Source: an optimization exercise on an open RTL-to-GDS flow (aim: a short achievable clock period and few clock cycles). Production flows keep margins and buffers that such runs may drop. Only simulation tests tie the RTL to the original design; equivalence was not proved. Power and IR drop assume default switching activity.

`flow/config.mk`:
```
export PLATFORM = sky130hd
export DESIGN_NAME = rv32is
export DESIGN_NICKNAME = rv32is
export VERILOG_FILES = /design/flow/design.v
export SDC_FILE = /design/flow/constraint.sdc
export NUM_CORES = 4
export LEC_CHECK = 0
export CAP_MARGIN = 20
export CORE_MARGIN = 2
export CORE_UTILIZATION = 40
export SLEW_MARGIN = 20
export TNS_END_PERCENT = 100
```
`flow/constraint.sdc`:
```
create_clock -name core_clock -period 9.0 [get_ports {clk}]
set_input_delay 1.8000 -clock core_clock [delete_from_list [all_inputs] [get_ports {clk}]]
set_output_delay 1.8000 -clock core_clock [all_outputs]
set_load 0.01 [all_outputs]
```
`flow/design.v`:
```
module FA(
    output f,cout,
    input x,y,cin
);
    assign f= x ^ y ^ cin;
    assign cout= (x & y) | (x & cin) | (y & cin);
endmodule
/*verilator lint_off UNOPTFLAT*/
module CLU4(
    output [4:1] c,
    input [4:1] p,g,
    input c0
);
    assign c[1]=g[1] | (p[1] & c0);
    genvar i;
    generate
        for (i=2;i<=4;i=i+1) begin
            assign c[i]=g[i] | (p[i] & c[i-1]);
        end
    endgenerate
endmodule
/*verilator lint_off PINMISSING*/
/*verilator lint_off UNOPTFLAT*/
module CLA4(
    output [3:0] f,
    output cout,
    input [3:0] x,y,
    input cin
);
    wire [4:1] p,g;
    wire [4:1] c;
    assign p=x|y;
    assign g=x&y;
    CLU4 gen(
        .c0(cin),
        .p(p),
        .g(g),
        .c(c)
    );
    genvar i;
    FA adder(
        .x(x[0]),
        .y(y[0]),
        .cin(cin),
        .f(f[0])
    );
    generate
        for (i=1;i<=3;i=i+1) begin
            FA adder(
                .x(x[i]),
                .y(y[i]),
                .cin(c[i]),
                .f(f[i])
            );
        end
    endgenerate
    assign cout = c[4];
endmodule
/*verilator lint_off PINMISSING*/
module CLA8(
    output [7:0] f,
    output cout,
    input [7:0] x,y,
    input cin
);
    wire cin2;
    wire [3:0] p,g;
    assign p=x[3:0] | y[3:0];
    assign g=x[3:0] & y[3:0];
    assign cin2=g[3] | (p[3]&g[2]) | (p[3]&p[2]&g[1]) | (p[3]&p[2]&p[1]&g[0]) | (p[3]&p[2]&p[1]&p[0]&cin);
    CLA4 adder_low(
        .x(x[3:0]),
        .y(y[3:0]),
        .cin(cin),
        .f(f[3:0])
    );
    CLA4 adder_high(
        .x(x[7:4]),
        .y(y[7:4]),
        .cin(cin2),
        .f(f[7:4]),
        .cout(cout)
    );
endmodule
module Adder32(
    output [31:0] result,
    output cout,
    input [31:0] x,y,
    input sub
);
    parameter t=32;
    wire [3:0] Gg,Pg;
    wire [7:0] p[3:0],g[3:0];
    wire [4:0] c;
    wire [3:0] cout_temp;
    genvar i;
    generate
        for (i=0;i<=3;i=i+1) begin
            assign p[i]=x[i*8+7:i*8] | y[i*8+7:i*8];
            assign g[i]=x[i*8+7:i*8] & y[i*8+7:i*8];
            assign Pg[i] = (p[i]==8'hff ? 1 : 0);
            assign Gg[i] = g[i][7] | (p[i][7] & g[i][6]) | (p[i][7] & p[i][6] & g[i][5]) | (p[i][7] & p[i][6] & p[i][5] & g[i][4]) 
            | (p[i][7] & p[i][6] & p[i][5] & p[i][4] & g[i][3]) | (p[i][7] & p[i][6] & p[i][5] & p[i][4] & p[i][3] & g[i][2]) | 
            (p[i][7] & p[i][6] & p[i][5] & p[i][4] & p[i][3] & p[i][2] & g[i][1]) | (p[i][7] & p[i][6] & p[i][5] & p[i][4] & p[i][3] & p[i][2] & p[i][1] & p[i][0] & g[i][0]);
        end
    endgenerate
    CLU4 gen(
        .p(Pg),
        .g(Gg),
        .c0(sub),
        .c(c[4:1])
    );
    assign c[0]=sub;
    wire [7:0] ff[3:0];
    generate
        for (i=0;i<=3;i=i+1) begin
            CLA8 adder8(
                .x(x[i*8+7:i*8]),
                .y(y[i*8+7:i*8]),
                .cin(c[i]),
                .cout(cout_temp[i]),
                .f(ff[i])
            );
        end
    endgenerate
    assign result = {ff[3], ff[2], ff[1], ff[0]};
    assign cout = cout_temp[3];
endmodule
module Adder32_p(
    output [31:0] f,
    output OF,SF,CF,ZF,
    output cout,
    input [31:0] x,y,
    input sub
);
    wire [31:0] tmp;
    assign tmp = (sub ? ~y : y);
    Adder32 adder32(
        .x(x),
        .y(tmp),
        .sub(sub),
        .cout(cout),
        .result(f)
    );
    assign OF = (!x[31] & !tmp[31] & f[31]) | (x[31] & tmp[31] & !f[31]);
    assign SF = f[31];
    assign ZF = (f == 32'h00000000 ? 1 : 0);
    assign CF = cout ^ sub;
endmodule
module barrelshift(
    input [31:0] din,
    input [4:0] shamt,
    input AL,
    input LR,
    output reg [31:0] dout
);
    wire sgn; assign sgn = (AL == 1) ? din[31] : 0;
    integer i;
    always @(*) begin
        if (LR == 0) begin  
            for (i = 0; i <= 31; i = i + 1) begin
                if (i >= shamt) dout[i] = din[i - {27'b0, shamt}]; else dout[i] = 0;
            end
        end
        else begin  
            for (i = 0; i <= 31; i= i + 1) begin
                if (i >= 32 - {27'b0, shamt}) dout[i] = sgn; else dout[i] = din[i + {27'b0, shamt}];
            end
        end
    end
endmodule
module mux8(
    input [31:0] a0, a1, a2, a3, a4, a5, a6, a7,
    input [2:0] s,
    output reg [31:0] result
);
    always @(*) begin
        case (s)
            3'b000: result = a0;
            3'b001: result = a1;
            3'b010: result = a2;
            3'b011: result = a3;
            3'b100: result = a4;
            3'b101: result = a5;
            3'b110: result = a6;
            3'b111: result = a7;
        endcase 
    end
endmodule
/*verilator lint_off CASEINCOMPLETE*/
module ALU_signal(
    input [3:0] aluctr,
    output SUBctr,
    output SFTctr,
    output ALctr,
    output reg [2:0] OPctr,
    output SIGctr
);
    assign SUBctr = (aluctr == 4'b0000) ? 0 : 1;
    assign SFTctr = (aluctr == 4'b0001) ? 0 : 1;
    assign ALctr  = (aluctr == 4'b1101) ? 1 : 0;
    assign SIGctr = (aluctr == 4'b0011) ? 0 : 1;
    always @(*) begin
        case(aluctr)
            4'b0000: OPctr = 3'b000;
            4'b0001: OPctr = 3'b100;
            4'b0010: OPctr = 3'b110;
            4'b0011: OPctr = 3'b110;
            4'b0100: OPctr = 3'b011;
            4'b0101: OPctr = 3'b100;
            4'b0110: OPctr = 3'b010;
            4'b0111: OPctr = 3'b001;
            4'b1000: OPctr = 3'b000;
            4'b1101: OPctr = 3'b100;
            4'b1111: OPctr = 3'b101;
            default: OPctr = 3'b000;
        endcase
    end
endmodule
module ALU_RV32(
    input [31:0] da, db,
    input [3:0] aluctr,
    output zero,
    output [31:0] result
);
    wire SUBctr, SFTctr, ALctr, SIGctr; wire [2:0] OPctr;
    ALU_signal sig_generator(
        .aluctr(aluctr),
        .SUBctr(SUBctr),
        .SFTctr(SFTctr),
        .ALctr(ALctr),
        .OPctr(OPctr),
        .SIGctr(SIGctr)
    );
    wire CF, OF, SF, comF, cout;
    wire [31:0] input0, input1, input2, input3, input4, input5, input6, input7;
    Adder32_p adder (
        .sub(SUBctr),
        .x(da),
        .y(db),
        .OF(OF), .SF(SF), .CF(CF), .ZF(zero),
        .f(input0),
        .cout(cout)
    );
    assign input1 = da & db;
    assign input2 = da | db;
    assign input3 = da ^ db;
    barrelshift shift(
        .din(da),
        .shamt(db[4:0]),
        .AL(ALctr),
        .LR(SFTctr),
        .dout(input4)
    );
    assign input5 = db;
    assign comF = (SIGctr == 1) ? (OF ^ SF) : CF;
    assign input6 = (comF == 1) ? 32'h00000001 : 32'h00000000;
    assign input7 = 0;
    mux8 selector (
        .a0(input0), .a1(input1), .a2(input2), .a3(input3),
        .a4(input4), .a5(input5), .a6(input6), .a7(input7),
        .s(OPctr),
        .result(result)
    );
endmodule
/*verilator lint_off CASEINCOMPLETE*/
module CtrSignal(
    input [4:0] op,
    input [2:0] func3,
    input func7,
    input ban,
    output reg [2:0] ExtOp,
    output reg [2:0] Branch,
    output reg [1:0] ALUBSrc,
    output reg [3:0] ALUctr,
    output reg [2:0] MemOp,
    output reg RegWr, MemtoReg, ALUASrc, MemWr
);
    always @(*) begin
        if (ban) begin
            ExtOp = 3'b000;
            Branch = 3'b000;
            ALUBSrc = 2'b00;
            ALUctr = 4'b0000;
            MemOp = 3'b000;
            RegWr = 0;
            MemtoReg = 0;
            ALUASrc = 0;
            MemWr = 0;
        end
        else begin
            ExtOp = 3'b110;
            Branch = 3'b000;
            ALUBSrc = 2'b00;
            ALUctr = 4'b0000;
            MemOp = 3'b000;
            RegWr = 0;
            MemtoReg = 0;
            ALUASrc = 0;
            MemWr = 0;
            case (op)
                5'b01101: begin 
                    ExtOp = 3'b001; RegWr = 1; MemtoReg = 0; MemWr = 0; ALUASrc = 0; ALUBSrc = 2'b01; 
                    Branch = 3'b000; MemOp = 3'b000; ALUctr = 4'b1111;
                end
                5'b00101: begin 
                    ExtOp = 3'b001; RegWr = 1; MemtoReg = 0; MemWr = 0; ALUASrc = 1; ALUBSrc = 2'b01;
                    Branch = 3'b000; MemOp = 3'b000; ALUctr = 4'b0000;
                end
                5'b00100: begin 
                    ExtOp = 3'b000; RegWr = 1; MemtoReg = 0; MemWr = 0; ALUASrc = 0; ALUBSrc = 2'b01;
                    Branch = 3'b000; MemOp = 3'b000;
                    if (func3 != 3'b101) ALUctr = {1'b0, func3}; else ALUctr = {func7, func3};
                end
                5'b01100: begin
                    ExtOp = 3'b101; RegWr = 1; MemtoReg = 0; MemWr = 0; ALUASrc = 0; ALUBSrc = 2'b00;
                    Branch = 3'b000; MemOp = 3'b000; ALUctr = {func7, func3};
                end
                5'b11011: begin 
                    ExtOp = 3'b100; RegWr = 1; MemtoReg = 0; MemWr = 0; ALUASrc = 1; ALUBSrc = 2'b10;
                    Branch = 3'b001; MemOp = 3'b000; ALUctr = 4'b0000;
                end
                5'b11001: begin
                    ExtOp = 3'b000; RegWr = 1; MemtoReg = 0; MemWr = 0; ALUASrc = 1; ALUBSrc = 2'b10;
                    Branch = 3'b010; MemOp = 3'b000; ALUctr = 4'b0000;
                end
                5'b11000: begin
                    ExtOp = 3'b011; RegWr = 0; MemtoReg = 0; MemWr = 0; ALUASrc = 0; ALUBSrc = 2'b00;
                    case (func3)
                        3'b000: Branch = 3'b100;
                        3'b001: Branch = 3'b101;
                        3'b100: Branch = 3'b110;
                        3'b101: Branch = 3'b111;
                        3'b110: Branch = 3'b110;
                        3'b111: Branch = 3'b111;
                    endcase
                    MemOp = 3'b000;
                    if (func3 == 3'b110 || func3 == 3'b111) ALUctr = 4'b0011; else ALUctr = 4'b0010;
                end
                5'b00000: begin
                    ExtOp = 3'b000; RegWr = 1; MemtoReg = 1; MemWr = 0; ALUASrc = 0; ALUBSrc = 2'b01;
                    Branch = 3'b000;
                    case (func3)
                        3'b000: MemOp = 3'b001;
                        3'b001: MemOp = 3'b010;
                        3'b010: MemOp = 3'b000;
                        3'b100: MemOp = 3'b101;
                        3'b101: MemOp = 3'b110;
                    endcase
                    ALUctr = 4'b0000;
                end
                5'b01000: begin
                    ExtOp = 3'b010; RegWr = 0; MemtoReg = 0; MemWr = 1; ALUASrc = 0; ALUBSrc = 2'b01;
                    Branch = 3'b000;
                    case (func3)
                        3'b000: MemOp = 3'b001;
                        3'b001: MemOp = 3'b010;
                        3'b010: MemOp = 3'b000;
                    endcase
                    ALUctr = 4'b0000;
                end
            endcase
        end
    end
endmodule
module InstrToImm(
	input [31:0] instr,
    input [2:0] ExtOp,
    output reg [31:0] imm,
    output reg reada,
    output reg readb,
    output reg protect
);
	always @(*) begin
		case(ExtOp)
			0: begin  
				imm = {{20{instr[31]}}, instr[31:20]};                               
				reada = 1; readb = 0; protect = 1;
			end
			1: begin  
				imm = {instr[31:12], 12'b0};
				reada = 0; readb = 0; protect = 1;
			end
			2: begin  
				imm = {{20{instr[31]}}, instr[31:25], instr[11:7]};                  
				reada = 1; readb = 1; protect = 0;
			end
			3: begin  
				imm = {{20{instr[31]}}, instr[7], instr[30:25], instr[11:8],1'b0};   
				reada = 1; readb = 1; protect = 0;
			end
			4: begin  
				imm = {{12{instr[31]}}, instr[19:12], instr[20], instr[30:21],1'b0}; 
				reada = 0; readb = 0; protect = 0;
			end
			5: begin  
				imm = 0;
				reada = 1; readb = 1; protect = 1;
			end
			default: begin
				imm = 0;
				reada = 0; readb = 0; protect = 0;
			end
		endcase
	end
endmodule
module Regfiles(
    input clk, flush,
    input reada, readb,
    input [4:0] ra,
    input [4:0] rb,
    input we,
    input [4:0] rw,
    input [31:0] busw,
    input protect,
    input [4:0] protectw,
    output reg [31:0] busa,
    output reg [31:0] busb,
    output reg conflict,
    output [31:0] x0 , x1 , x2 , x3 , x4 , x5 , x6 ,  x7,
    output [31:0] x8 , x9 , x10, x11, x12, x13, x14, x15,
    output [31:0] x16, x17, x18, x19, x20, x21, x22, x23,
    output [31:0] x24, x25, x26, x27, x28, x29, x30, x31
);
    reg [31:0] registers[31:0]; integer i;
    reg reg_status[31:0];
    always @(*) begin
        busa = (ra == 5'b00000) ? 32'h00000000 : registers[ra];
        busb = (rb == 5'b00000) ? 32'h00000000 : registers[rb];
    end
    wire write;
    assign write = (we == 1'b1 && rw != 5'b00000);
    always @(posedge clk) begin
        if (write) begin registers[rw] <= busw; reg_status[rw] <= 0; end
        if (flush) begin
            for (i = 0; i <= 31; i = i + 1)
                if (!(write && rw == i[4:0])) reg_status[i] <= 0;
            conflict <= 0;
        end
        else begin
            if (protect && ((!reada || reg_status[ra] == 0) && (!readb || reg_status[rb] == 0)) && reg_status[protectw] == 0 && (!write || (write && protectw != rw)) && protectw != 0) begin
                reg_status[protectw] <= 1;
            end
            conflict <= ((reada && reg_status[ra] == 1) || (readb && reg_status[rb] == 1) || (protect && protectw != 0 && reg_status[protectw] == 1)) ? 1 : 0;
        end
    end
    assign x0 = 32'h00000000; assign x1 = registers[1]; assign x2 = registers[2]; assign x3 = registers[3];
    assign x4 = registers[4]; assign x5 = registers[5]; assign x6 = registers[6]; assign x7 = registers[7];
    assign x8 = registers[8]; assign x9 = registers[9]; assign x10 = registers[10]; assign x11 = registers[11];
    assign x12 = registers[12]; assign x13 = registers[13]; assign x14 = registers[14]; assign x15 = registers[15];
    assign x16 = registers[16]; assign x17 = registers[17]; assign x18 = registers[18]; assign x19 = registers[19];
    assign x20 = registers[20]; assign x21 = registers[21]; assign x22 = registers[22]; assign x23 = registers[23];
    assign x24 = registers[24]; assign x25 = registers[25]; assign x26 = registers[26]; assign x27 = registers[27];
    assign x28 = registers[28]; assign x29 = registers[29]; assign x30 = registers[30]; assign x31 = registers[31];
endmodule
module IF(
    input clk, rst, flush, block,
    input [31:0] inputPC,
    output [31:0] imemaddr,
    input [31:0] imemdataout,
    output [31:0] currentPC,
    output [31:0] snPC,
    output [31:0] currentInstr,
    input in_valid,
    input out_ready,
    output out_valid,
    output in_ready
);
    reg [31:0] PC;
    reg reg_valid_r;
    wire cout, receive_flag, send_flag;
    always @(negedge clk) begin
        reg_valid_r <= 1;
        if (receive_flag) begin
            PC <= inputPC;
        end
    end
    Adder32 snpc_gen (
        .sub(0),
        .x(PC), .y(32'h00000004),
        .result(snPC),
        .cout(cout)
    );
    assign imemaddr = PC;
    assign currentPC = PC;
    assign currentInstr = imemdataout;
    assign send_flag = out_valid & out_ready;
    assign receive_flag = in_valid & in_ready;
    assign out_valid = reg_valid_r & (~block) & (~flush) & (~rst);
    assign in_ready = 1;
endmodule
module ID(
    input clk, flush, block,
    input [31:0] in_instr,
    input [31:0] in_PC,
    input in_RegWr,
    input [31:0] in_busw,
    input [4:0] in_rw,
    output [31:0] currentPC,
    output [31:0] imm,
    output [2:0] Branch,
    output [1:0] ALUBSrc,
    output [3:0] ALUctr,
    output [2:0] MemOp,
    output RegWr, MemtoReg, ALUASrc, MemWr,
    output [31:0] busa, busb,
    output [4:0] rw,
    output blk,
    output done,
    output [31:0] reg00,
    output [31:0] reg01,
    output [31:0] reg02,
    output [31:0] reg03,
    output [31:0] reg04,
    output [31:0] reg05,
    output [31:0] reg06,
    output [31:0] reg07,
    output [31:0] reg08,
    output [31:0] reg09,
    output [31:0] reg10,
    output [31:0] reg11,
    output [31:0] reg12,
    output [31:0] reg13,
    output [31:0] reg14,
    output [31:0] reg15,
    output [31:0] reg16,
    output [31:0] reg17,
    output [31:0] reg18,
    output [31:0] reg19,
    output [31:0] reg20,
    output [31:0] reg21,
    output [31:0] reg22,
    output [31:0] reg23,
    output [31:0] reg24,
    output [31:0] reg25,
    output [31:0] reg26,
    output [31:0] reg27,
    output [31:0] reg28,
    output [31:0] reg29,
    output [31:0] reg30,
    output [31:0] reg31,
    input in_valid,
    input out_ready,
    output out_valid,
    output in_ready
);
    reg reg_valid_r;
    reg [31:0] reg_instr, reg_PC;
    wire receive_flag, send_flag;
    always @(negedge clk) begin
        if (flush) reg_valid_r <= 0;
        else reg_valid_r <= (receive_flag || (reg_valid_r && !send_flag)) ? 1 : 0;
        if (receive_flag) begin
            reg_instr   <= in_instr;
            reg_PC      <= in_PC;
        end
    end
    wire [2:0] ExtOp;
    wire reada, readb, protect;
    CtrSignal CtrSignal(
        .op(reg_instr[6:2]),
        .func3(reg_instr[14:12]),
        .func7(reg_instr[30]),
		.ban(flush),
        .ExtOp(ExtOp),
        .Branch(Branch),
        .ALUBSrc(ALUBSrc),
        .ALUctr(ALUctr),
        .RegWr(RegWr),
        .MemtoReg(MemtoReg),
        .MemOp(MemOp),
        .ALUASrc(ALUASrc),
        .MemWr(MemWr)
    );
    InstrToImm InstrToImm(
        .instr(reg_instr),
        .ExtOp(ExtOp),
        .imm(imm),
        .reada(reada),
        .readb(readb),
        .protect(protect)
    );
    Regfiles Regfiles(
        .clk(clk), .flush(flush),
        .reada(reada), .readb(readb),
        .ra(reg_instr[19:15]),
        .rb(reg_instr[24:20]),
        .we(in_RegWr),
        .busw(in_busw),
        .rw(in_rw),
        .protect(protect & reg_valid_r),
        .protectw(reg_instr[11:7]),
        .busa(busa), .busb(busb),
        .conflict(blk),
        .x0(reg00),
        .x1(reg01),
        .x2(reg02),
        .x3(reg03),
        .x4(reg04),
        .x5(reg05),
        .x6(reg06),
        .x7(reg07),
        .x8(reg08),
        .x9(reg09),
        .x10(reg10),
        .x11(reg11),
        .x12(reg12),
        .x13(reg13),
        .x14(reg14),
        .x15(reg15),
        .x16(reg16),
        .x17(reg17),
        .x18(reg18),
        .x19(reg19),
        .x20(reg20),
        .x21(reg21),
        .x22(reg22),
        .x23(reg23),
        .x24(reg24),
        .x25(reg25),
        .x26(reg26),
        .x27(reg27),
        .x28(reg28),
        .x29(reg29),
        .x30(reg30),
        .x31(reg31)
    );
    assign currentPC = reg_PC;
    assign rw = reg_instr[11:7];
    assign done = (reg_instr == 32'hdead10cc) ? 1 : 0;
    assign send_flag = out_valid & out_ready;
    assign receive_flag = in_valid & in_ready;
    assign out_valid = reg_valid_r & (~block) & (~flush);
    assign in_ready = !reg_valid_r || (reg_valid_r && send_flag);
endmodule
module EX (
    input clk, flush,
    input [31:0] in_busa, in_busb,
    input [4:0] in_rw,
    input [31:0] in_PC,
    input [31:0] in_imm,
    input [2:0] in_Branch,
    input [1:0] in_ALUBSrc,
    input [3:0] in_ALUctr,
    input [2:0] in_MemOp,
    input in_RegWr, in_MemtoReg, in_ALUASrc, in_MemWr,
    input in_done,
    output zero,
    output [31:0] result,
    output [31:0] currentPC,
    output [31:0] imm,
    output [31:0] busa, busb,
    output [4:0] rw,
    output [2:0] Branch,
    output [2:0] MemOp,
    output RegWr, MemtoReg, MemWr,
    output done,
    input in_valid,
    input out_ready,
    output out_valid,
    output in_ready
);
    reg reg_valid_r;
    reg [31:0] reg_PC, reg_imm, reg_busa, reg_busb;
    reg [4:0] reg_rw;
    reg [2:0] reg_Branch;
    reg [1:0] reg_ALUBSrc;
    reg [3:0] reg_ALUctr;
    reg [2:0] reg_MemOp;
    reg reg_RegWr, reg_MemtoReg, reg_ALUASrc, reg_MemWr;
    reg reg_done;
    wire receive_flag, send_flag;
    always @(negedge clk) begin
        if (flush) reg_valid_r <= 0;
        else reg_valid_r <= (receive_flag || (reg_valid_r && !send_flag)) ? 1 : 0;
        if (receive_flag) begin
            reg_PC          <= in_PC;
            reg_imm         <= in_imm;
            reg_busa        <= in_busa;
            reg_busb        <= in_busb;
            reg_rw          <= in_rw;
            reg_Branch      <= in_Branch;
            reg_ALUBSrc     <= in_ALUBSrc;
            reg_ALUctr      <= in_ALUctr;
            reg_MemOp       <= in_MemOp;
            reg_RegWr       <= in_RegWr;
            reg_MemtoReg    <= in_MemtoReg;
            reg_ALUASrc     <= in_ALUASrc;
            reg_MemWr       <= in_MemWr;
            reg_done        <= in_done;
        end
    end
    wire [31:0] ALUa, ALUb;
    assign ALUa = (reg_ALUASrc == 1 ? reg_PC : reg_busa);
    assign ALUb = (reg_ALUBSrc == 2'b00) ? reg_busb : ((reg_ALUBSrc == 2'b01) ? reg_imm : 32'h00000004);
    ALU_RV32 ALU(
        .da(ALUa),
        .db(ALUb),
        .aluctr(reg_ALUctr),
        .result(result),
        .zero(zero)
    );
    assign currentPC = reg_PC;
    assign Branch = reg_Branch;
    assign MemOp = reg_MemOp;
    assign RegWr = reg_RegWr;
    assign MemtoReg = reg_MemtoReg;
    assign MemWr = reg_MemWr;
    assign imm = reg_imm;
    assign busa = reg_busa;
    assign busb = reg_busb;
    assign rw = reg_rw;
    assign done = reg_done;
    assign send_flag = out_valid & out_ready;
    assign receive_flag = in_valid & in_ready;
    assign out_valid = reg_valid_r & (~flush);
    assign in_ready = !reg_valid_r || (reg_valid_r && send_flag);
endmodule
/*verilator lint_off CASEINCOMPLETE*/
module JumpCtr(
    input [2:0] Branch,
    input result0,
    input zero,
    output reg NxtASrc,
    output reg NxtBSrc
);
    always@(*)
        case(Branch)
            3'b000: begin NxtASrc = 0; NxtBSrc = 0; end
            3'b001: begin NxtASrc = 0; NxtBSrc = 1; end
            3'b010: begin NxtASrc = 1; NxtBSrc = 1; end
            3'b100: begin NxtASrc = 0; NxtBSrc = zero; end
            3'b101: begin NxtASrc = 0; NxtBSrc = ~zero; end
            3'b110: begin NxtASrc = 0; NxtBSrc = result0; end
            3'b111: begin NxtASrc = 0; NxtBSrc = zero | (~result0); end
            default: begin NxtASrc = 0; NxtBSrc = 0; end
       endcase
endmodule
/*verilator lint_off PINMISSING*/
module NextAddr(
    input zero,
    input rst,
    input result0,
    input [2:0] Branch,
    input [31:0] imm,
    input [31:0] currentPC,
    input [31:0] busa,
    output [31:0] nextPC
);
    wire NxtASrc, NxtBSrc;
    JumpCtr jumper (
        .zero(zero),
        .result0(result0),
        .Branch(Branch),
        .NxtASrc(NxtASrc),
        .NxtBSrc(NxtBSrc)
    );
    wire [31:0] da, db;
    assign db = (NxtBSrc == 1) ? imm : 32'h00000004;
    assign da = (NxtASrc == 1) ? busa : currentPC;
    Adder32_p adder_jump (
        .x(da),
        .y(db),
        .sub(1'b0),
        .f(nextPC)
    );
endmodule
module M(
    input clk,
    input rst,
    output reg flush,
    input MemWr,
    input [2:0] MemOp,
    input [2:0] Branch,
    input done, 
    input zero,
    input [31:0] Di,
    input [31:0] ALUout,
    input [31:0] imm,
    input [31:0] currentPC,
    input [31:0] busa,
    input MemtoReg,
    input RegWr,
    input [4:0] Rd,
    output reg MemtoReg_o,
    output reg RegWr_o,
    output reg [4:0] Rd_o,
    output reg [31:0] ALUout_o,
	output reg [2:0] Branch_o,
	output reg zero_o,
    output reg done_o,
    output reg [31:0] PC_o,
	output [31:0] dmemaddr,
	input [31:0] dmemdataout,
	output [31:0] dmemdatain,
	output [2:0] dmemop,
	output dmemwe,
    output [31:0] Do,
    input in_valid,
    input out_ready,
    output in_ready,
    output out_valid,
    output [31:0] nextPC
);
    reg reg_valid_r;
    wire send_flag, receive_flag;
    assign send_flag = out_valid & out_ready;
    assign receive_flag = in_valid & in_ready;
    assign out_valid = reg_valid_r & (~rst);
    assign in_ready = !reg_valid_r || (reg_valid_r && send_flag);
    reg we;
    reg [2:0] MemOp_i;
    reg [31:0] Di_i;
    reg [2:0] Branch_i;
    reg [31:0] addr;
    reg zero_i;
    reg [31:0] imm_i;
    reg [31:0] currentPC_i;
    reg [31:0] busa_i;
    always@(negedge clk) begin
        if (rst) reg_valid_r <= 0;
        else reg_valid_r <= (receive_flag || (reg_valid_r && !send_flag)) ? 1 : 0;
        if (receive_flag) begin
            reg_valid_r <= 1'b1;
            MemtoReg_o <= MemtoReg;
            RegWr_o <= RegWr;
            Rd_o <= Rd;
            ALUout_o <= ALUout;
			Branch_o <= Branch;
            we <= MemWr;
            MemOp_i <= MemOp;
            Di_i <= Di;
            Branch_i <= Branch;
            addr <= ALUout;
            zero_i <= zero;
			zero_o <= zero;
            imm_i <= imm;
            currentPC_i <= currentPC;
            busa_i <= busa;
            done_o <= done;
            PC_o <= currentPC;
        end
        else Branch_o <= 0;
        if (rst) begin
            addr <= 32'h00000000;
            MemOp_i <= 3'b000;
        end
        flush <= (receive_flag && Branch != 3'b0) ? 1 : 0;
    end
	assign dmemaddr = addr;
	assign Do = dmemdataout;
	assign dmemdatain = Di_i;
	assign dmemop = MemOp_i;
	assign dmemwe = we & reg_valid_r;
    wire result0 = addr[0];
    NextAddr NextAddr (
		.zero(zero_i),
		.rst(flush),
		.result0(result0),
		.Branch(Branch_i),
		.imm(imm_i),
		.currentPC(currentPC_i),
		.busa(busa_i),
		.nextPC(nextPC)
	);
endmodule
module WB(
    input clk, rst, flush,
    input MemtoReg,
    input RegWr,
    input done,
    input [4:0] Rd,
    input [31:0] Do,
    input [31:0] ALUout,
    input [31:0] currentPC,
    output reg [31:0] Di,
    output reg WE,
    output reg [4:0] Rw,
    output reg wb,
    output reg done_o,
    output reg [31:0] PC_o,
    input in_valid,
    output in_ready
);
    reg reg_valid_r;
    wire receive_flag, send_flag;
    assign send_flag = 1;
    assign receive_flag = in_valid & in_ready;
    assign in_ready = 1'b1;
    always @(negedge clk) begin
        if (rst) reg_valid_r <= 1'b0;
        else reg_valid_r <= (receive_flag || (reg_valid_r && !send_flag)) ? 1 : 0;
        if (receive_flag) begin
            reg_valid_r <= 1'b1;
            Di <= (MemtoReg) ? Do : ALUout;
            WE <= RegWr & (~done);
            Rw <= Rd;
            wb <= 1'b1;
            done_o <= done;
            PC_o <= currentPC;
        end
        else begin
            WE <= 1'b0;
            wb <= 1'b0;
        end
    end
endmodule
module rv32is(
    input 	clk,
	input 	rst,
	output [31:0] imemaddr,
	input  [31:0] imemdataout,
	output [31:0] dmemaddr,
	input  [31:0] dmemdataout,
	output [31:0] dmemdatain,
	output [2:0] dmemop,
	output	dmemwe,
	output reg [31:0] dbg_pc,
	output reg done,
	output reg wb,
	output [31:0] reg00, reg01, reg02, reg03, reg04, reg05, reg06, reg07,
				  reg08, reg09, reg10, reg11, reg12, reg13, reg14, reg15,
				  reg16, reg17, reg18, reg19, reg20, reg21, reg22, reg23,
				  reg24, reg25, reg26, reg27, reg28, reg29, reg30, reg31
);
    reg [31:0] rf [1:31];
    reg        tk_r;
    reg        tk_o;           
    reg [31:0] fa_tr, fa_ntr;
    reg        bv_tr, bv_ntr, ds_tr, ds_ntr, bp_tr, bp_ntr;
    wire [31:0] fa = tk_r ? fa_tr : fa_ntr;    
    reg [31:0] bpc;         
    wire       bvalid = tk_r ? bv_tr : bv_ntr;   
    wire       dspec  = tk_r ? ds_tr : ds_ntr;   
    wire       bpred  = tk_r ? bp_tr : bp_ntr;   
    reg        btb_v;
    reg [31:0] btb_pc, btb_tgt;
    reg        bi_v, bi_b, bi_tk;   
    reg [31:0] bi_pc, bi_tgt;
    reg        e_vp, e_kl;             
    wire       e_valid = e_vp & ~e_kl;
    reg [31:0] e_a, e_b, e_imm, e_target, e_pc, e_pcp4, e_eval;
    reg        s_add, s_sub, s_sll, s_slt, s_sltu, s_xor, s_srl, s_sra, s_or, s_and;
    reg        c_eq, c_ne, c_lt, c_ge, c_ltu, c_geu;
    reg        kp_fb, kp_brr, kp_jalr, kp_jale, kp_bp;
    wire       k_fb   = kp_fb   & ~e_kl;   
    wire       k_brr  = kp_brr  & ~e_kl;   
    wire       k_jalr = kp_jalr & ~e_kl;   
    wire       k_jale = kp_jale & ~e_kl;   
    wire       k_bp   = kp_bp   & ~e_kl;   
    reg        e_back;                 
    reg        e_zaddi;                
    reg [31:0] e_nimm;
    reg        kp_ebi;
    wire       k_ebi  = kp_ebi  & ~e_kl;   
    reg        e_ld, e_st, e_link, e_halt, e_wen, e_early;
    reg [4:0]  e_rd;
    reg [2:0]  e_mop;
    reg        m_valid, m_wen, m_ld, m_we, m_halt;
    reg [4:0]  m_rd;
    reg [31:0] m_result, m_addr, m_sdata, m_pc;
    reg [2:0]  m_mop;
    reg        w_valid, w_wen, w_ld, w_halt;
    reg [4:0]  w_rd;
    reg [31:0] w_result, w_pc;
    wire [31:0] d_ins = imemdataout;
    wire [31:0] d_pc  = bpc;
    wire        d_valid = bvalid;
    wire        d_free  = ~dspec;                  
    wire [6:0]  d_opc = d_ins[6:0];
    wire [4:0]  d_rd  = d_ins[11:7];
    wire [2:0]  d_f3  = d_ins[14:12];
    wire [4:0]  d_rs1 = d_ins[19:15];
    wire [4:0]  d_rs2 = d_ins[24:20];
    wire op_lui   = d_opc == 7'b0110111;
    wire op_auipc = d_opc == 7'b0010111;
    wire op_jal   = d_opc == 7'b1101111;
    wire op_jalr  = d_opc == 7'b1100111;
    wire op_br    = d_opc == 7'b1100011;
    wire op_ld    = d_opc == 7'b0000011;
    wire op_st    = d_opc == 7'b0100011;
    wire op_alui  = d_opc == 7'b0010011;
    wire op_alur  = d_opc == 7'b0110011;
    wire op_halt  = d_ins == 32'hdead10cc;
    wire use1 = op_jalr | op_br | op_ld | op_st | op_alui | op_alur;
    wire use2 = op_br | op_st | op_alur;
    wire d_wen = (op_lui | op_auipc | op_jal | op_jalr | op_ld | op_alui | op_alur) & (d_rd != 5'd0);
    wire [31:0] immI = {{20{d_ins[31]}}, d_ins[31:20]};
    wire [31:0] immS = {{20{d_ins[31]}}, d_ins[31:25], d_ins[11:7]};
    wire [31:0] immB = {{20{d_ins[31]}}, d_ins[7], d_ins[30:25], d_ins[11:8], 1'b0};
    wire [31:0] immJ = {{12{d_ins[31]}}, d_ins[19:12], d_ins[20], d_ins[30:21], 1'b0};
    wire [31:0] immU = {d_ins[31:12], 12'b0};
    wire triv     = op_jal ? (immJ == 32'd4) : (immB == 32'd4);
    wire [19:0] pc_hi   = d_pc[31:12];
    reg  [19:0] pc_hip, pc_him;
    reg  [11:0] pc_hjp, pc_hjm;
    reg  [31:0] bpc4;
    wire [12:0] tb_lo   = {1'b0, d_pc[11:0]} + {1'b0, immB[11:0]};
    wire [31:0] tgtB    = {immB[31] ? (tb_lo[12] ? pc_hi : pc_him) : (tb_lo[12] ? pc_hip : pc_hi), tb_lo[11:0]};
    wire [20:0] tj_lo   = {1'b0, d_pc[19:0]} + {1'b0, immJ[19:0]};
    wire [31:0] tgtJ    = {immJ[31] ? (tj_lo[20] ? d_pc[31:20] : pc_hjm) : (tj_lo[20] ? pc_hjp : d_pc[31:20]), tj_lo[19:0]};
    wire [31:0] tgtU    = {d_pc[31:12] + d_ins[31:12], d_pc[11:0]};
    wire [31:0] d_target = op_jal ? tgtJ : tgtB;
    wire        j_early  = e_valid & e_wen & e_early & (e_rd == d_rs1);
    wire [19:0] ev_hip   = e_eval[31:12] + 20'd1;
    wire [19:0] ev_him   = e_eval[31:12] - 20'd1;
    wire [12:0] tr_lo    = {1'b0, e_eval[11:0]} + {1'b0, immI[11:0]};
    wire [31:0] j_target = {immI[31] ? (tr_lo[12] ? e_eval[31:12] : ev_him) : (tr_lo[12] ? ev_hip : e_eval[31:12]), tr_lo[11:0]};
    wire [31:0] A = e_a;
    wire [31:0] B = e_b;
    wire [31:0] agu = A + e_imm;
    wire        eq  = A == B;
    wire        ltu = A < B;
    wire        lt  = (A[31] ^ B[31]) ? A[31] : ltu;
    wire signed [31:0] As = A;
    wire [31:0] sra = As >>> B[4:0];
    wire taken = (c_eq & eq) | (c_ne & ~eq) | (c_lt & lt) | (c_ge & ~lt) |
                 (c_ltu & ltu) | (c_geu & ~ltu);
    wire [31:0] e_res = ({32{s_add}}  & (A + B)) |
                        ({32{s_sub}}  & (A - B)) |
                        ({32{s_sll}}  & (A << B[4:0])) |
                        ({32{s_slt}}  & {31'd0, lt}) |
                        ({32{s_sltu}} & {31'd0, ltu}) |
                        ({32{s_xor}}  & (A ^ B)) |
                        ({32{s_srl}}  & (A >> B[4:0])) |
                        ({32{s_sra}}  & sra) |
                        ({32{s_or}}   & (A | B)) |
                        ({32{s_and}}  & (A & B)) |
                        ({32{e_link}} & e_pcp4);
    wire [31:0] w_wdata = w_ld ? dmemdataout : w_result;
    wire e_hit1 = e_valid & e_wen & (e_rd == d_rs1);
    wire e_hit2 = e_valid & e_wen & (e_rd == d_rs2);
    wire m_hit1 = m_valid & m_wen & (m_rd == d_rs1);
    wire m_hit2 = m_valid & m_wen & (m_rd == d_rs2);
    wire w_hit1 = w_valid & w_wen & (w_rd == d_rs1);
    wire w_hit2 = w_valid & w_wen & (w_rd == d_rs2);
    wire [1023:0] rfv;
    assign rfv[31:0] = 32'd0;
    genvar gi;
    generate for (gi = 1; gi < 32; gi = gi + 1) begin : rfr
        assign rfv[gi*32 +: 32] = rf[gi];
    end endgenerate
    wire [31:0] rf1 = rfv[d_rs1*32 +: 32];
    wire [31:0] rf2 = rfv[d_rs2*32 +: 32];
    wire sa_e = use1 & e_hit1;
    wire sa_m = use1 & ~e_hit1 & m_hit1;
    wire sa_w = use1 & ~e_hit1 & ~m_hit1 & w_hit1;
    wire sa_r = use1 & ~e_hit1 & ~m_hit1 & ~w_hit1;
    wire sa_p = op_auipc;
    wire sb_e = use2 & e_hit2;
    wire sb_m = use2 & ~e_hit2 & m_hit2;
    wire sb_w = use2 & ~e_hit2 & ~m_hit2 & w_hit2;
    wire sb_r = use2 & ~e_hit2 & ~m_hit2 & ~w_hit2;
    wire sb_u = op_lui | op_auipc;
    wire sb_i = ~use2 & ~sb_u;
    wire [31:0] a_next = ({32{sa_e}} & e_res) | ({32{sa_m}} & m_result) | ({32{sa_w}} & w_wdata) |
                         ({32{sa_r}} & rf1)   | ({32{sa_p}} & d_pc);
    wire [31:0] b_next = ({32{sb_e}} & e_res) | ({32{sb_m}} & m_result) | ({32{sb_w}} & w_wdata) |
                         ({32{sb_r}} & rf2)   | ({32{sb_u}} & immU)     | ({32{sb_i}} & immI);
    wire stall = d_valid & ((use1 & ((e_hit1 & e_ld) | (m_hit1 & m_ld))) |
                            (use2 & ((e_hit2 & e_ld) | (m_hit2 & m_ld))));
    wire d_jal = d_valid & op_jal & ~triv & d_free;               
    wire d_jr  = d_valid & op_jalr & j_early & d_free;            
    wire e_zero = e_a == e_nimm;
    wire eb_c   = op_br & (d_f3[2:1] == 2'b00) & e_valid & e_wen & e_zaddi &
                  (((d_rs2 == 5'd0) & (d_rs1 == e_rd)) | ((d_rs1 == 5'd0) & (d_rs2 == e_rd)));
    wire eb_tk  = d_f3[0] ? ~e_zero : e_zero;
    wire d_eb   = d_valid & op_br & ~triv & d_free & eb_c;
    wire d_ebt  = d_eb & eb_tk & ~bpred;                           
    wire d_ebn  = d_eb & ~eb_tk & bpred;                           
    wire d_bp  = d_valid & op_br  & ~triv & d_free & bpred & ~eb_c;    
    wire d_fb  = d_valid & op_br  & ~triv & d_free & ~bpred & ~eb_c;   
    wire kill_nt = k_jalr | k_jale;                      
    wire kill_t  = kill_nt | k_brr | k_fb;               
    wire        bhit_t  = btb_v & (btb_pc == fa_tr);
    wire        bhit_nt = btb_v & (btb_pc == fa_ntr);
    wire [31:0] seq_t   = bhit_t  ? btb_tgt : fa_tr  + 32'd4;
    wire [31:0] seq_nt  = bhit_nt ? btb_tgt : fa_ntr + 32'd4;
    wire        bhit   = tk_r ? bhit_t : bhit_nt;
    wire [31:0] fa_seq = tk_r ? seq_t : seq_nt;
    reg [31:0] fa_d; reg bv_d, ds_d, bp_d;
    always @(*) begin
        ds_d = 1'b0; bp_d = 1'b0;
        if (stall)      begin fa_d = bpc;                      bv_d = 1'b0; end
        else if (d_jal) begin fa_d = tgtJ;                     bv_d = 1'b0; end
        else if (d_jr)  begin fa_d = {j_target[31:1], 1'b0};   bv_d = 1'b0; end
        else if (d_ebt) begin fa_d = tgtB;                     bv_d = 1'b0; end
        else if (d_ebn) begin fa_d = bpc4;                     bv_d = 1'b0; end
        else if (d_fb)  begin fa_d = tgtB;                     bv_d = 1'b1; ds_d = 1'b1; end
        else            begin fa_d = fa_seq;                   bv_d = 1'b1; bp_d = bhit; end
    end
    wire [31:0] fa_e = k_jalr ? {agu[31:1], 1'b0} : e_target;    
    wire [31:0] fa_t = (kill_nt | k_brr) ? fa_e : k_fb ? fa_seq : fa_d;
    wire        bv_t = (kill_nt | k_brr) ? 1'b0 : k_fb ? 1'b1 : bv_d;
    wire        ds_t = kill_t ? 1'b0 : ds_d;
    wire        bp_t = (kill_nt | k_brr) ? 1'b0 : k_fb ? bhit : bp_d;
    wire [31:0] fa_nt = kill_nt ? fa_e : k_fb ? (stall ? bpc : bpc4) : k_bp ? e_pcp4 : fa_d;
    wire        bv_nt = (kill_nt | k_fb | k_bp) ? 1'b0 : bv_d;
    wire        ds_nt = (kill_nt | k_fb | k_bp) ? 1'b0 : ds_d;
    wire        bp_nt = (kill_nt | k_fb | k_bp) ? 1'b0 : bp_d;
    wire        killd  = taken ? kill_t : (kill_nt | k_bp);
    wire        dgo    = d_valid & ~stall;                
    assign imemaddr = tk_o ? fa_tr : fa_ntr;
    assign dmemaddr   = m_addr;
    assign dmemop     = m_mop;
    assign dmemdatain = m_sdata;
    assign dmemwe     = m_we;
    always @(posedge clk) begin
        if (rst) begin
            tk_r   <= 1'b0;
            fa_tr  <= 32'h80000000;
            fa_ntr <= 32'h80000000;
            bv_tr  <= 1'b0;
            bv_ntr <= 1'b0;
            ds_tr  <= 1'b0;
            ds_ntr <= 1'b0;
            bp_tr  <= 1'b0;
            bp_ntr <= 1'b0;
            btb_v  <= 1'b0;
            bi_v   <= 1'b0;
            bi_b   <= 1'b0;
        end else begin
            tk_r   <= taken;
            fa_tr  <= fa_t;
            fa_ntr <= fa_nt;
            bv_tr  <= bv_t;
            bv_ntr <= bv_nt;
            ds_tr  <= ds_t;
            ds_ntr <= ds_nt;
            bp_tr  <= bp_t;
            bp_ntr <= bp_nt;
            bi_b   <= (k_fb | k_brr) & e_back;
            bi_v   <= k_ebi;
            if (bi_v | (bi_b & bi_tk)) begin
                btb_v   <= 1'b1;
                btb_pc  <= bi_pc;
                btb_tgt <= bi_tgt;
            end
        end
        bpc <= fa;
        bpc4   <= fa + 32'd4;
        pc_hip <= fa[31:12] + 20'd1;
        pc_him <= fa[31:12] - 20'd1;
        pc_hjp <= fa[31:20] + 12'd1;
        pc_hjm <= fa[31:20] - 12'd1;
        tk_o <= taken;             
        bi_tk  <= taken;
        bi_pc  <= e_pc;
        bi_tgt <= e_target;
    end
    always @(posedge clk) begin
        if (rst) begin
            e_vp    <= 1'b0;
            e_kl    <= 1'b0;
            kp_fb   <= 1'b0;
            kp_brr  <= 1'b0;
            kp_jalr <= 1'b0;
            kp_jale <= 1'b0;
            kp_bp   <= 1'b0;
            kp_ebi  <= 1'b0;
        end else begin
            e_vp    <= dgo;
            e_kl    <= killd;
            kp_ebi  <= dgo & d_eb & eb_tk & immB[31];
            kp_bp   <= dgo & d_bp;
            kp_fb   <= dgo & d_fb;
            kp_brr  <= dgo & op_br & ~triv & ~d_free;
            kp_jalr <= dgo & op_jalr & ~d_jr;
            kp_jale <= dgo & op_jal & ~triv & ~d_free;
        end
        e_pc    <= d_pc;
        e_pcp4  <= bpc4;
        e_a     <= a_next;
        e_b     <= b_next;
        e_imm   <= op_st ? immS : immI;
        e_target <= d_target;
        s_add   <= op_lui | op_auipc | ((op_alui | op_alur) & (d_f3 == 3'b000) & ~(op_alur & d_ins[30]));
        s_sub   <= op_alur & (d_f3 == 3'b000) & d_ins[30];
        s_sll   <= (op_alui | op_alur) & (d_f3 == 3'b001);
        s_slt   <= (op_alui | op_alur) & (d_f3 == 3'b010);
        s_sltu  <= (op_alui | op_alur) & (d_f3 == 3'b011);
        s_xor   <= (op_alui | op_alur) & (d_f3 == 3'b100);
        s_srl   <= (op_alui | op_alur) & (d_f3 == 3'b101) & ~d_ins[30];
        s_sra   <= (op_alui | op_alur) & (d_f3 == 3'b101) & d_ins[30];
        s_or    <= (op_alui | op_alur) & (d_f3 == 3'b110);
        s_and   <= (op_alui | op_alur) & (d_f3 == 3'b111);
        c_eq    <= op_br & (d_f3 == 3'b000);
        c_ne    <= op_br & (d_f3 == 3'b001);
        c_lt    <= op_br & (d_f3 == 3'b100);
        c_ge    <= op_br & (d_f3 == 3'b101);
        c_ltu   <= op_br & (d_f3 == 3'b110);
        c_geu   <= op_br & (d_f3 == 3'b111);
        e_ld    <= op_ld;
        e_st    <= op_st;
        e_link  <= op_jal | op_jalr;
        e_halt  <= op_halt;
        e_wen   <= d_wen;
        e_rd    <= d_rd;
        e_mop   <= {op_ld & d_f3[2], (d_f3[1:0] == 2'b01), (d_f3[1:0] == 2'b00)};
        e_early <= op_lui | op_auipc;
        e_eval  <= op_lui ? immU : tgtU;
        e_back  <= immB[31];
        e_zaddi <= op_alui & (d_f3 == 3'b000);
        e_nimm  <= 32'd0 - immI;
    end
    always @(posedge clk) begin
        if (rst) begin
            m_valid <= 1'b0;
            m_we    <= 1'b0;
            m_addr  <= 32'd0;
            m_mop   <= 3'b000;
        end else begin
            m_valid <= e_valid;
            m_we    <= e_valid & e_st;
            m_addr  <= agu;
            m_mop   <= e_mop;
        end
        m_wen    <= e_wen;
        m_ld     <= e_ld;
        m_rd     <= e_rd;
        m_halt   <= e_halt;
        m_pc     <= e_pc;
        m_result <= e_res;
        m_sdata  <= B;
    end
    always @(posedge clk) begin
        if (rst) w_valid <= 1'b0;
        else     w_valid <= m_valid;
        w_wen    <= m_wen;
        w_ld     <= m_ld;
        w_rd     <= m_rd;
        w_halt   <= m_halt;
        w_pc     <= m_pc;
        w_result <= m_result;
    end
    always @(posedge clk) begin
        if (w_valid & w_wen) rf[w_rd] <= w_wdata;
    end
    always @(posedge clk) begin
        if (rst) wb <= 1'b0;
        else     wb <= w_valid;
        dbg_pc <= w_pc;
        done   <= w_halt;
    end
    assign reg00 = 32'd0;
    assign reg01 = rf[1];  assign reg02 = rf[2];  assign reg03 = rf[3];
    assign reg04 = rf[4];  assign reg05 = rf[5];  assign reg06 = rf[6];  assign reg07 = rf[7];
    assign reg08 = rf[8];  assign reg09 = rf[9];  assign reg10 = rf[10]; assign reg11 = rf[11];
    assign reg12 = rf[12]; assign reg13 = rf[13]; assign reg14 = rf[14]; assign reg15 = rf[15];
    assign reg16 = rf[16]; assign reg17 = rf[17]; assign reg18 = rf[18]; assign reg19 = rf[19];
    assign reg20 = rf[20]; assign reg21 = rf[21]; assign reg22 = rf[22]; assign reg23 = rf[23];
    assign reg24 = rf[24]; assign reg25 = rf[25]; assign reg26 = rf[26]; assign reg27 = rf[27];
    assign reg28 = rf[28]; assign reg29 = rf[29]; assign reg30 = rf[30]; assign reg31 = rf[31];
endmodule
```
`flow/flow/run.sh`:
```
#!/bin/bash
set -euo pipefail
export SETUP_SLACK_MARGIN=$(cat flow/margin.txt)
export BUFFER_PORTS_ARGS="-buffer_cell sky130_fd_sc_hd__buf_4"
bash standard.sh > flow_make.log 2>&1
```
`flow/flow/margin.txt`:
```
6
```
`flow/standard.sh`:
```
#!/bin/bash
# synth_recipe.tcl (not shown) runs the flow's synth.tcl, then flattens the netlist and writes it again
# the make line also repeats each setting of config.mk as NAME=value (left out here)
make -C /OpenROAD-flow-scripts/flow DESIGN_CONFIG=/design/flow/config.mk WORK_HOME=/design/flow/orfs CLKGATE_MAP_FILE= SYNTH_SCRIPT=/design/flow/synth_recipe.tcl "${@:-finish}"
```
==> results of run 1 <==
[Yosys cell counts, types with 14 or more instances]
master     instances
a22oi_1           25
nand2_1          527
o211ai_1          54
edfxtp_1        1055
or3_1             36
and3_1            46
o2111ai_1         18
and2_1            34
nor4_1            48
buf_2             54
xor2_1           129
dfxtp_1          731
a211oi_1          49
a31oi_1           40
mux4_2           603
inv_1            203
ha_1             187
o31ai_1           20
clkbuf_1         299
a21o_1            64
buf_6             14
xnor2_1          236
a211o_1           21
a221oi_1          63
mux2_2           120
o221ai_1          45
o21a_1            19
nand3_1          113
nand2b_1          37
o22ai_1           34
o31a_1            16
o21bai_1          15
mux2i_1          301
o21ai_1           17
a21oi_1          373
buf_1             95
nor3_1           117
a221o_1           39
and4_1            16
nand4_1           64
nor2_1           474
a222oi_1          45
nor2b_1           33
buf_4             46
o21ai_0          308
[through the flow]
step / utilization, % / hold slack [ns] / worst slack, ns / std cells / instance area [µm²]
6_report: 62.30 / 0.3261 / 4.872 / 13390 / 139800
5_1_grt: 62.26 / 0.3299 / 4.855 / 13350 / 139700
4_1_cts: 59.03 / 0.3233 / 4.988 / 12730 / 132500
3_5_place_dp: 46.19 / 0.3121 / 2.847 / 11030 / 103700
3_3_place_gp: 46.17 / 0.3119 / 2.811 / 11030 / 103600
2_1_floorplan: - / 0.3096 / 4.339 / 7160 / 92880
[critical path, cell delays in order]
cell and delay, ns:
buf_16 0.12, buf_12 0.15, ha_4 0.22, nor2b_4 0.12, o31a_1 0.31, o311ai_4 0.29
buf_4 0.19, nand2_2 0.08, nor3b_2 0.21, a41oi_2 0.10, xor2_4 0.40, a211oi_2 0.17
a2111oi_4 0.42, a21oi_1 0.13, a21o_1 0.19
[power groups by stage]
stage | Clock, mW | Sequential (mW) | Combinational, mW
6_report | 8.57 | 8.98 | 2.71
5_1_grt | 8.84 | 8.97 | 2.70
4_1_cts | 8.48 | 8.96 | 2.39
3_5_place_dp | 0 | 9.13 | 1.85
3_3_place_gp | 0 | 9.13 | 1.85
2_1_floorplan | 0 | 9.03 | 1.16
[cells by family (layout without fill, tap and decap cells)]
kind of cell,after synthesis,count (layout)
buffers and inverters,732,3893
adders and majority gates,194,194
muxes,1025,1025
other,1,98
xor gates and xnor gates,365,365
and+or+nand+nor,1632,1634
AOI/OAI and AO/OA,1394,1399
DFF,1786,1786
[area by class of cell]
type	instances	area, µm²
fillers	17160	84620
multi-input cells	4649	47300
flip-flops and latches	1786	46570
repair buffers	3310	34350
clock buffers	243	5340
well taps	2992	3744
clock inverters	125	1438
inverters	212	903.4
diodes	66	165.2
repair inverters	3	26.28
[repair_timing]
action                                  4_1_cts  5_1_grt
setup buffers                              1237      566
endpoints found under the setup margin     1487     1419
gates cloned                                 96       21
resized for setup                          2347      501
pin swaps                                   351      282
[final timing paths]
path,slack (ns),endpoint,start
setup / recovery,4.87,fa_tr[25],imemdataout[22]
hold / removal,0.33,dbg_pc[20],w_pc[20]
hold reg to reg,0.33,dbg_pc[20],w_pc[20]
setup reg to reg,4.92,fa_ntr[21],bpc[4]
[per-layer routing]
layer / global-route usage (%) / vias to the layer above / wire length (µm)
met2: 70.03 / 9220 / 243300
li1: - / 33690 / -
met1: 57.93 / 45050 / 197700
met5: 0.5592 / - / 872
met3: 25.10 / 2785 / 99670
met4: 43.86 / 66 / 72900
[cells in the final DEF (no fill, tap or decap), types with 42 or more instances in the layout]
master     count
dfxtp_2      136
buf_4       1719
dfxtp_1      573
o211ai_1      54
xnor2_1      205
nor3_1        80
o21ai_0      182
a21oi_1      287
nor2_4        65
ha_1         115
edfxtp_1    1055
nand4_1       64
nand2_1      481
a21oi_2       64
a222oi_1      45
clkbuf_16    220
mux2i_1      245
diode_2       66
nand3_1       97
a21o_1        61
nor2_1       373
mux4_2       603
o21ai_2       51
mux2_2        75
and3_1        42
o21ai_1       76
buf_16        90
inv_1        153
buf_6       1314
mux2_4        46
buf_12       107
ha_4          59
xor2_1       113
==> impl_metrics.py, run 1 <==
metrics = {
    "logic_synthesis": {
        "synth_top_area_share_pct": 35.11,
        "synth-xor-area-share_pct": 3.543,
        "syn_inst": 7129,
        "ys_warn_count": 1,
        "yosysUniqueCellTypes": 125,
        "synthAdderAreaFrac_pct": 2.748,
        "synth_ff_type": "edfxtp_1",
        "synth_top_family_by_area": "multiplexers",
        "synth_seq_area_share_pct": 51.33,
        "ys_ff_latch": 1786,
        "postSynth.asyncResetShare_pct": 0,
        "yosysTopAreaCell": "edfxtp_1",
        "synth_compound_area_share_pct": 10.43,
        "synth_area_mm2": 0.09023,
        "synthSimpleGateAreaFrac_pct": 8.487,
        "synth_area_leaders": "edfxtp_1 (35%), dfxtp_1 (16%), mux4_2 (15%)",
        "synth_enable_flop_cells": 1055,
        "synth_mux_area_share_pct": 19.90,
        "avgSynthCellArea_um2": 12.66,
    },
    "cells_and_area": {
        "nets": 10420,
        "largest_reg_flops": 992,
        "regMostFlops": "rf",
        "syn_to_final_growth_pct": 54.97,
        "drive_gt1_share_pct": 52.97,
    },
    "critical_path": {
        "cp-start-kind": "primary input",
        "ff2ff_path_depth": 15,
        "critPathKind": "in -> reg",
        "endpoint_kind": "flip-flop",
        "crit_required_ns": 9.80,
        "worst_ep_arrival_time_ns": 4.93,
        "path_max_fanout": 7,
    },
    "power_and_ir_drop": {
        "p_total_mw": 20.26,
        "p_leak_nw": 56.33,
        "power.share.sequential_pct": 44.3,
        "p_sw_share_pct": 27.84,
        "net-switching-power_mw": 5.640,
        "p_clk_share_pct": 42.3,
        "ir_drop_mv": 0.1977,
        "combPwrFrac_pct": 13.4,
        "p_per_area_mw_per_mm2": 144.8,
        "intPower_mw": 14.62,
    },
    "route": {
        "dr.pass1.iters": 11,
        "drt_wl_total_mm": 614.5,
        "wl_per_cell_um": 45.90,
        "num_vias": 90810,
        "drt_iter0_markers": 15260,
        "drc": 0,
        "vias_per_cell": 6.784,
        "ant_nets": 0,
    },
    "placement": {
        "io_buffers": 1191,
        "hpwl_mm": 414.3,
        "place.gp.congestion": 1.042,
    },
    "clock_tree": {
        "clkTransAtPathRegs_ns": 0.06,
        "cts_buffers": 195,
        "cts_hold_buf": 0,
        "cts_tree": "built",
        "h-tree-depth": 4,
        "clockBufferDepth": 3,
        "cts_sinks": 1786,
        "root_buffer": "clkbuf_16",
        "clkLatencyLatePin_ns": 0.95,
    },
    "sta": {
        "fin_crit_sh_pct": 45.86,
        "finalHoldViolations": 0,
        "tightest_slew_ns": 1.399,
        "setup_tns_ns": 0,
        "relSlewSlack_pct": 6.748,
        "finalClockSkew_ns": 0.1232,
        "final-max-slew-violation-count": 0,
        "setup_viol": 0,
        "fmax_mhz": 242.3,
        "fin_crit_ns": 4.128,
        "rsz0062_at_grt": "yes",
    },
    "grt": {
        "grt-ovfl-total": 0,
        "grt_usage_pct": 50.68,
        "grt_antenna_before_repair": 102,
        "grt_max_degree": 64,
        "first_global_vias": 81570,
        "grt_first_pass_wirelength_mm": 774.1,
    },
    "floorplanning": {
        "ios": 1224,
        "die_w_um": 479.0,
        "core_area_mm2": 0.2245,
        "dieHeight_um": 479.0,
        "die_area_mm2": 0.2294,
        "initial_core_util_pct": 40.20,
        "num_rows": 174,
    },
    "status": {
        "status": "finished clean",
    },
    "worst_hold_path": {
        "hp-class": "reg -> reg",
        "min_path_cells": 0,
    },
    "flow_run": {
        "cap_violations": 0,
    },
}
Testbench counts, summed over its fixed seeds: cycles 28,424.
==> run 2, diff against run 1 <==
==> flow/flow/margin.txt (replaced) <==
5.5
==> run 2 against run 1 <==
Compared with the run above: still clean; clock-buffer cell count shrank 11; combinational power decreased by about 10%; die area did not move; via count down 9.5%; synthesized area unchanged; sequential cell count stayed put; utilization decreased by 7.5 points; critical path type unchanged; largest cell class is now registers; highest routed layer unchanged.
==> impl_metrics.py, run 2 <==
metrics = {
    "status": {
        "status": "finished clean",
    },
    "placement": {
        "place.gp.congestion": 1.056,
        "place_area_mm2": 0.1034,
        "place_ws_ns": 2.865,
        "hpwl_mm": 404.6,
        "io_buffers": 1191,
    },
    "sta": {
        "finalClockSkew_ns": 0.07762,
        "final-max-slew-violation-count": 0,
        "rsz0062_at_grt": "yes",
        "finalHoldViolations": 0,
        "fin_crit_sh_pct": 44.68,
        "setup_viol": 0,
        "timing.final.ws_setup_ns": 4.979,
        "fin_crit_ns": 4.021,
        "relSlewSlack_pct": 11.72,
        "fmax_mhz": 248.7,
        "setup_tns_ns": 0,
        "tightest_slew_ns": 1.315,
    },
    "grt": {
        "grt_antenna_before_repair": 81,
        "grt_max_degree": 71,
        "grt_first_pass_wirelength_mm": 732.8,
        "grt_usage_pct": 47.95,
        "grt-ovfl-total": 0,
        "first_global_vias": 75280,
    },
    "logic_synthesis": {
        "avgSynthCellArea_um2": 12.66,
        "synth_top_area_share_pct": 35.11,
        "ys_ff_latch": 1786,
        "yosysUniqueCellTypes": 125,
        "ys_warn_count": 1,
        "yosysTopAreaCell": "edfxtp_1",
        "synth_common_cells": "edfxtp_1 (1055), dfxtp_1 (731), mux4_2 (603)",
        "postSynth.asyncResetShare_pct": 0,
        "synth_area_mm2": 0.09023,
        "syn_inst": 7129,
        "synth_area_leaders": "edfxtp_1 (35%), dfxtp_1 (16%), mux4_2 (15%)",
        "synth_enable_flop_cells": 1055,
        "synth_seq_area_share_pct": 51.33,
        "synth_ff_type": "edfxtp_1",
        "synth.most_common_cell": "edfxtp_1",
    },
    "cells_and_area": {
        "utilization_pct": 54.83,
        "n_fill_cell": 18840,
        "largest_reg_flops": 992,
        "final_common_cell": "buf_4",
        "stdcell_area_mm2": 0.1231,
        "drive_gt1_share_pct": 42.65,
        "regMostFlops": "rf",
        "syn_to_final_growth_pct": 36.39,
        "layout_common_cells": "buf_4 (1599), edfxtp_1 (1055), dfxtp_1 (693), mux4_2 (603), nand2_1 (487)",
        "nets": 9077,
    },
    "critical_path": {
        "r2r_start": "bpc[3]",
        "crit_path_cell_trace": "buf_16 -> inv_12 -> fa_2 -> nor2b_4 -> o31a_1 -> o311ai_4 -> buf_6 -> buf_6 -> a21oi_4 -> a32oi_2 -> mux2i_4 -> o21ai_4 -> a2111oi_4 -> nor3b_4 -> buf_4 -> o21ai_2 -> nand2_1",
        "critPathMaxStageDelay_ns": 0.47,
        "ff2ff_path_depth": 14,
        "crit_top_cell": "buf_6",
        "path_max_fanout": 5,
        "rrSetupSlack_ns": 5.00,
        "worst_ep_arrival_time_ns": 4.80,
        "endpoint_kind": "flip-flop",
        "critPathKind": "in -> reg",
        "crit_slowest_cell": "mux2i_4",
        "crit_required_ns": 9.78,
        "worstReg2RegEnd": "fa_tr[29]",
        "cp-start-kind": "primary input",
    },
    "route": {
        "dr.pass1.iters": 10,
        "vias_per_cell": 6.844,
        "drc": 0,
        "drt_iter0_markers": 13780,
        "ant_nets": 0,
        "num_vias": 82210,
        "wl_per_cell_um": 47.74,
        "drt_wl_total_mm": 573.5,
    },
    "floorplanning": {
        "die_area_mm2": 0.2294,
        "dieHeight_um": 479.0,
        "num_rows": 174,
        "die_w_um": 479.0,
        "core_area_mm2": 0.2245,
        "ios": 1224,
        "initial_core_util_pct": 40.20,
    },
    "clock_tree": {
        "h-tree-depth": 4,
        "cts_sinks": 1786,
        "root_buffer": "clkbuf_16",
        "clockBufferDepth": 3,
        "clkLatencyLatePin_ns": 0.93,
        "cts_buffers": 195,
        "clkTransAtPathRegs_ns": 0.06,
        "cts_tree": "built",
        "cts_hold_buf": 0,
    },
    "power_and_ir_drop": {
        "p_leak_nw": 47.68,
        "ir_drop_mv": 0.2415,
        "p_per_area_mw_per_mm2": 163.8,
    },
    "worst_hold_path": {
        "min_path_cells": 0,
        "hp-class": "reg -> reg",
        "hp-start": "e_pc[2]",
        "hold_end": "m_pc[2]",
    },
    "flow_run": {
        "cap_violations": 0,
    },
}
-- run 2: changes by cell type in the layout (fill, tap and decap cells not counted), sizes merged, moves of 8 or more --
cell and change:
clkinvlp -8, diode -30, bufbuf -12, clkbuf -14, buf -1327, bufinv +13
-- run 2: logic make-up (layout without fill, tap and decap cells) --
| kind of cell | Yosys count | in the layout | share of synthesized area [%] |
|---|---|---|---|
| other | 1 | 68 | 0.004156 |
| DFF | 1786 | 1786 | 51.33 |
| xor gates and xnor gates | 365 | 365 | 3.543 |
| muxes | 1025 | 1025 | 19.90 |
| buffers and inverters | 732 | 2547 | 3.559 |
| AOI/OAI and AO/OA | 1394 | 1399 | 10.43 |
| adders and majority gates | 194 | 194 | 2.748 |
| and+or+nand+nor | 1632 | 1636 | 8.487 |
-- run 2: what timing repair did --
action / in CTS / in global routing
endpoints found under the setup margin: 324 / 227
gates resized for setup: 908 / 413
gates cloned: 69 / 16
pin swaps: 264 / 231
buffers inserted: 348 / 146
-- run 2: critical path: cells and delay by family --
| family | cells | cell delay, ns |
|---|---|---|
| adders and majority gates | 1 | 0.23 |
| and+or+nand+nor | 3 | 0.20 |
| AOI/OAI and AO/OA | 7 | 1.44 |
| buffers and inverters | 5 | 0.63 |
| muxes | 1 | 0.47 |
-- run 2: through the flow --
| stage | hold slack, ns | instances | power [mW] |
|---|---|---|---|
| finish | 0.3240 | 12010 | 20.16 |
| global route | 0.3306 | 11990 | 20.45 |
| detailed placement | 0.3121 | 11030 | 10.96 |
| global placement | 0.3103 | 11030 | 10.94 |
| floorplan | 0.3096 | 7160 | 10.18 |
| CTS | 0.3254 | 11810 | 19.88 |
-- run 2: per-layer routing --
layer  vias to the layer above  track usage [%]  wire, µm  share of wire, %
li1                      30950                -         -                 -
met1                     41520            57.02    192000                33
met2                      7676            66.85    233000                41
met3                      2010            20.97     86360                15
met4                        48            39.31     61720                11
met5                         -                0       371             0.065
-- run 2: cell type report --
cell class,instances,area [µm²],share of cell area (%)
Antenna cell,36,90.09,0.07320
Clock buffer,232,5192,4.219
Clock inverter,132,1705,1.386
Inverter,212,879.6,0.7147
Multi-Input combinational cell,4651,46170,37.52
Sequential cell,1786,46400,37.70
Tap cell,2992,3744,3.042
Timing Repair Buffer,1968,18860,15.33
Timing Repair inverter,3,26.28,0.02135
-- run 2: worst max-delay path by stage --
stage / start / slack (ns) / end
2_1_floorplan: imemdataout[16] / 4.34 / fa_ntr[21]
3_3_place_gp: imemdataout[22] / 2.94 / fa_ntr[7]
3_5_place_dp: imemdataout[22] / 2.86 / fa_ntr[7]
4_1_cts: tk_o / 4.99 / imemaddr[7]
5_1_grt: imemdataout[27] / 4.95 / fa_ntr[30]
6_report: imemdataout[21] / 4.98 / fa_ntr[29]
-- run 2: where the power goes --
part / internal, mW / switching, mW
clock network: 5.00 / 3.77
logic: 0.930 / 1.50
registers: 8.79 / 0.164

re-timing with driven ports:
In the flow no input, the clock included, has a driving cell. The finished layouts below were timed again as built, in two steps. Step 1, drivers: a clkbuf_16 drives clk and a buf_2 each remaining input, both assumed. Step 2 times the ports against the registers' clock, not the clock port: input delays grow and output delays shrink by t, the midpoint of the rising clock arrivals with the driver on. Slacks: ideal / step 1 / step 2; pairs: ideal / step 1.
run	shift t [ns]	slack for setup (ns)	worst hold slack (ns)	worst setup path at the end	worst register clock-pin slew, ns
run 1	1.020	4.872 / 4.663 / 3.642	0.326 / 0.326 / 0.326	input to register	0.07 / 0.07
run 2	0.998	4.979 / 4.841 / 3.843	0.324 / 0.324 / 0.324	input to register	0.08 / 0.08
After both steps every run listed still meets setup and hold. The setup slack of run 1, which loses most, moves by -0.209 ns with the drivers and by -1.230 ns with both steps.
